Context: an optimization exercise on an open-source flow, tuned for small area and a short achievable clock period. The choices shown serve that exercise and are no tape-out recipe. No run shown here included a check of the RTL's function; only the layout flow was run. Power and IR drop assume default switching activity.

## flow/design.v (module list and top-level ports; edited modules follow where they fit)
// module cal_ha: 4 lines
// module cal_fa: 4 lines
// module cal_hai: 4 lines
// module cal_xnor: 3 lines
// module cal_or: 3 lines
// module module_conv_kernel_1x2: 3810 lines
module module_conv_kernel_1x2
(
	input clk,
	input [71:0] ifm_win3x3,
	input [71:0] weight_win3x3_ch1,
	input [71:0] weight_win3x3_ch2,
	output [17:0] ofm_stream_ch1,
	output [17:0] ofm_stream_ch2
);
  // ...
==> flow/flow/run.sh <==
#!/bin/bash
set -e
cp standard.sh standard_sh_copy.log
export BUFFER_PORTS_ARGS="-buffer_cell sky130_fd_sc_hd__buf_1"
bash standard.sh > standard.log 2>&1
==> flow/standard.sh <==
#!/bin/bash
# synth_recipe.tcl (not shown) runs the flow's synth.tcl, then flattens the netlist and writes it again
# the make line also repeats each setting of config.mk as NAME=value (left out here)
make -C /OpenROAD-flow-scripts/flow DESIGN_CONFIG=/design/flow/config.mk WORK_HOME=/design/flow/orfs CLKGATE_MAP_FILE= SYNTH_SCRIPT=/design/flow/synth_recipe.tcl "${@:-finish}"
==> flow/config.mk <==
export PLATFORM = sky130hd
export DESIGN_NAME = module_conv_kernel_1x2
export DESIGN_NICKNAME = module_conv_kernel_1x2
export VERILOG_FILES = /design/flow/design.v
export SDC_FILE = /design/flow/constraint.sdc
export NUM_CORES = 4
export LEC_CHECK = 0
export CAP_MARGIN = 20
export CORE_MARGIN = 2
export CORE_UTILIZATION = 50
export CTS_CLUSTER_DIAMETER = 60
export CTS_CLUSTER_SIZE = 30
export PLACE_DENSITY = 0.65
export SETUP_SLACK_MARGIN = 3.72
export SLEW_MARGIN = 20
export SYNTH_HIERARCHICAL = 1
export SYNTH_MINIMUM_KEEP_SIZE = 0
==> flow/constraint.sdc <==
create_clock -name core_clock -period 6.0 [get_ports {clk}]
set_input_delay 1.2000 -clock core_clock [delete_from_list [all_inputs] [get_ports {clk}]]
set_output_delay 1.2000 -clock core_clock [all_outputs]
set_load 0.01 [all_outputs]
==> flow_summary.ini, run 1 <==
[placement]
place_congestion = 1.00
io_buffer_count = 252
placed_cell_area_um2 = 46500

[floorplanning]
die-area_um2 = 92700

[timing]
fin_crit_ns = 2.32
slew_violations = 0
hold_violations = 0

[route]
dr.pass1.iters = 6
wl_per_cell_um = 27.3
highest_layer = met5
wl_met2_mm = 62.8
drc = 0

[synthesis]
yosys.area_share.adder_pct = 30.9
muxShareOfSynthArea_pct = 0.0443
synth_commonest_cells = 870 x dfxtp_1, 662 x fa_1, 467 x a22oi_1
synth_cells = 3724

[cells_and_area]
fin_util_pct = 55.3
fillers = 7661
nFlopsAndLatches = 870
largest_class = multi-input combinational cells
inv_count = 166
fin_cells = 4994
area_growth_pct = 9.87

[setup_path]
path_class = flip-flop to flip-flop

[status]
outcome = complete, no violations

[grt]
globalRouteMet3Util_pct = 8.08
grt-busiest-layer = met2

[power]
power-top-group = combinational cells

[cts]
cts_buffers = 70
==> inputs of run 2 (changes only) <==
--- a/flow/config.mk
+++ b/flow/config.mk
@@ -7,11 +7,11 @@
 export LEC_CHECK = 0
 export CAP_MARGIN = 20
 export CORE_MARGIN = 2
-export CORE_UTILIZATION = 50
+export CORE_UTILIZATION = 58
 export CTS_CLUSTER_DIAMETER = 60
 export CTS_CLUSTER_SIZE = 30
-export PLACE_DENSITY = 0.65
-export SETUP_SLACK_MARGIN = 3.72
+export PLACE_DENSITY = 0.7
+export SETUP_SLACK_MARGIN = 3.66
 export SLEW_MARGIN = 20
 export SYNTH_HIERARCHICAL = 1
 export SYNTH_MINIMUM_KEEP_SIZE = 0
==> run 2 against run 1 <==
Worst setup slack worse by 0.035 ns; register-to-register slack worse by 0.04 ns; largest cell class unchanged; clock skew fell by 0.014 ns; sequential share of layout area increased by 0.25 points; maximum frequency decreased by 1.5%; sequential power barely moved; largest power group unchanged; non-clock buffer count stayed put; die area decreased by 14%; via count is essentially flat; synthesized area did not move; still clean on timing, DRC and antenna; hold slack got worse by 0.0041 ns; count of clock-buffer cells in the layout is 10 lower.
==> flow_summary.ini, run 2 <==
[status]
outcome = complete, no violations

[synthesis]
synth_edf_count = 0
synthSimpleGateAreaFrac_pct = 4.39
yosysSeqAreaShare_pct = 38.6
syn_area_um2 = 45200
synth-xor-area-share_pct = 12.0
yosysUniqueCellTypes = 53
yosysTopAreaCellShare_pct = 38.6
async_flop_share_pct = 0
synth_cells = 3724
yosys.area_share.adder_pct = 30.9
synth_area_leaders = dfxtp_1 39%, fa_1 29%, a22oi_1 7.8%
synth_top_family_by_area = adder cells
synth-compound-area-share_pct = 10.3
muxShareOfSynthArea_pct = 0.0443
syn_area_per_cell_um2 = 12.1
synth_commonest_cells = 870 x dfxtp_1, 662 x fa_1, 467 x a22oi_1
post-synth-top-count-cell = dfxtp_1
yosys_warnings = 7
synth_flop_cell = dfxtp_1
synth_fp_nets = 4658
ys_ff_latch = 870
yosysTopAreaCell = dfxtp_1

[grt]
grt_overflow_total = 0
grtUsageTotal_pct = 34.4
grt_pass1_vias = 28400
antenna_found_initial = 13
grt_pass1_wl_mm = 196
grt-busiest-layer = met2
grt_util_met1_pct = 45.7
met2_usage_pct = 54.1
grt_start_max_net_pins = 31
globalRouteMet3Util_pct = 9.61

[placement]
dpl.hpwl_mm = 116
dp.cells = 4725
place_congestion = 1.03
io_buffer_count = 252

[timing]
tightest_slew_ns = 0.744
setup_viol = 0
hold_violations = 0
fin_crit_sh_pct = 39.2
finalHoldWorstSlack_ns = 0.323
fin_crit_ns = 2.35
rsz0062_at_grt = yes
fmax_mhz = 425
tns_ns = 0
fin_skew_ns = 0.0361
slew_headroom_pct = 50.4
slew_violations = 0

[cells_and_area]
nets = 4681
fin_cells = 4843
mostFrequentLayoutCells = 733 x dfxtp_1, 653 x fa_1, 458 x a22oi_1
reg_top3 = st1_ch1 x162, st1_ch2 x162, enc_r x108
final_common_cell = dfxtp_1
area_growth_pct = 8.75
drive_above_1_share_pct = 8.29
fin_util_pct = 63.6

[floorplanning]
num_rows = 102
die_x_um = 283
die-area_um2 = 80100
core_area_um2 = 77200
die_h_um = 283
num_io_pins = 253
start_util_pct = 58.5

[setup_path]
crit_fanout = 17
cp-start-kind = flip-flop
cp-end-kind = flip-flop
crit_required_ns = 6.56
path_class = flip-flop to flip-flop
crit_arrival_ns = 2.91

[route]
vias_per_cell = 5.74
wirelength_mm = 137
ant_nets = 0
wl_per_cell_um = 28.2
dr.pass1.iters = 6
drc = 0
num_vias = 27800
drtIter0Drc = 2770

[cts]
insertion_delay_ns = 0.69
clk_pin_slew_ns = 0.10
root_buffer = clkbuf_16
cts_buffer_depth = 3
cts_tree = done
cts.htree.levels = 2
cts_buffers = 60
cts_sinks = 870
cts_hold_buf = 0

[power]
power_density_nw_per_um2 = 568
leakagePower_nw = 18.8
max-vdd-ir-drop_uv = 381

[worst_hold_path]
min_path_type = flip-flop to flip-flop

[run]
maxCapViolCount = 0
## run 2: kinds of logic after synthesis
| group | count (synthesis) |
|---|---|
| buffers and inverters | 457 |
| flip-flops | 870 |
| AO/OA/AOI/OAI | 663 |
| XOR/XNOR | 621 |
| multiplexers | 2 |
| AND/OR/NAND/NOR | 394 |
| adder cells (fa/ha/maj) | 717 |
## run 2: per-layer routing
layer | vias up | routed length [µm] | part of all wire [%]
li1 | 12200 | - | -
met1 | 14000 | 54200 | 40
met2 | 1296 | 62100 | 45
met3 | 260 | 14100 | 10
met4 | 8 | 6120 | 4.5
met5 | - | 48 | 0.035
## run 2: critical path, stage by stage (launching register included)
cell and delay, ns:
dfxtp_1 0.73, nor2_1 0.11, nor2_1 0.31, fa_1 0.56
fa_1 0.52
## run 2: timing repair
action                                  CTS  global route
gates resized for setup                 115            87
setup buffers                             0             0
cloned                                    0             0
endpoints found under the hold margin     0             0
endpoints found under the setup margin  139           131
pin swaps                                 0             0
## run 2: modules after synthesis (local to each module, per instance), excerpt
module,times used,cells
module_conv_kernel_1x2,1,3016
cal_fa,662,1
cal_ha,2,1
cal_xnor,22,1
cal_or,22,1
## run 2: layout make-up
type	count	area [µm²]
diodes	4	10.0
clock inverters	50	911
repair buffers	252	1020
multi-input cells	2397	26100
flip-flops and latches	870	17600
well taps	1040	1300
clock buffers	64	1550
fillers	6032	28100
inverters	166	623
## run 2: report_power, final
part           internal (mW)  switching, mW
clock network           2.28           2.59
registers               8.20           1.99
logic                   5.81           7.02
## run 2: stage by stage
step | power (mW) | area [µm²] | setup WS (ns)
after floorplan | 17.2 | 45200 | 3.80
after global placement | 22.5 | 46300 | 3.47
after detailed placement | 22.9 | 46300 | 3.43
after CTS | 27.8 | 48900 | 3.62
after global routing | 29.8 | 49100 | 3.59
final | 27.9 | 49100 | 3.65
## run 2: path summary, 6_finish.rpt
kind                        to        from  cells past startpoint  slack, ns
hold reg to reg     st5_ch2[0]  st4_ch2[0]                      0       0.32
setup / recovery  st1_ch2[157]   enc_r[46]                      4       3.65
setup reg to reg  st1_ch2[157]   enc_r[46]                      4       3.65
hold / removal      st5_ch2[0]  st4_ch2[0]                      0       0.32

## re-timing with driven ports
The flow's constraints put no driver on any port. The routed layouts listed below were extracted and timed again, unchanged, in two steps.
Step 1, drivers: a clkbuf_16 drives clk and a buf_2 each remaining input, both assumed.
Step 2 also shifts input and output timing later by t, the mid clock arrival at the registers, as if the neighbouring blocks saw the same clock.
Slacks: ideal ports / drivers / drivers and shift; pairs: ideal ports / drivers.
run | shift t [ns] | setup slack, ns | worst setup path at the end | worst data-port slew with drivers (ns)
run 1 | 0.717 | 3.684 / 3.641 / 3.684 | register to register | 0.07
run 2 | 0.743 | 3.649 / 3.599 / 3.649 | register to register | 0.05
After both steps setup and hold are still met in every run listed.
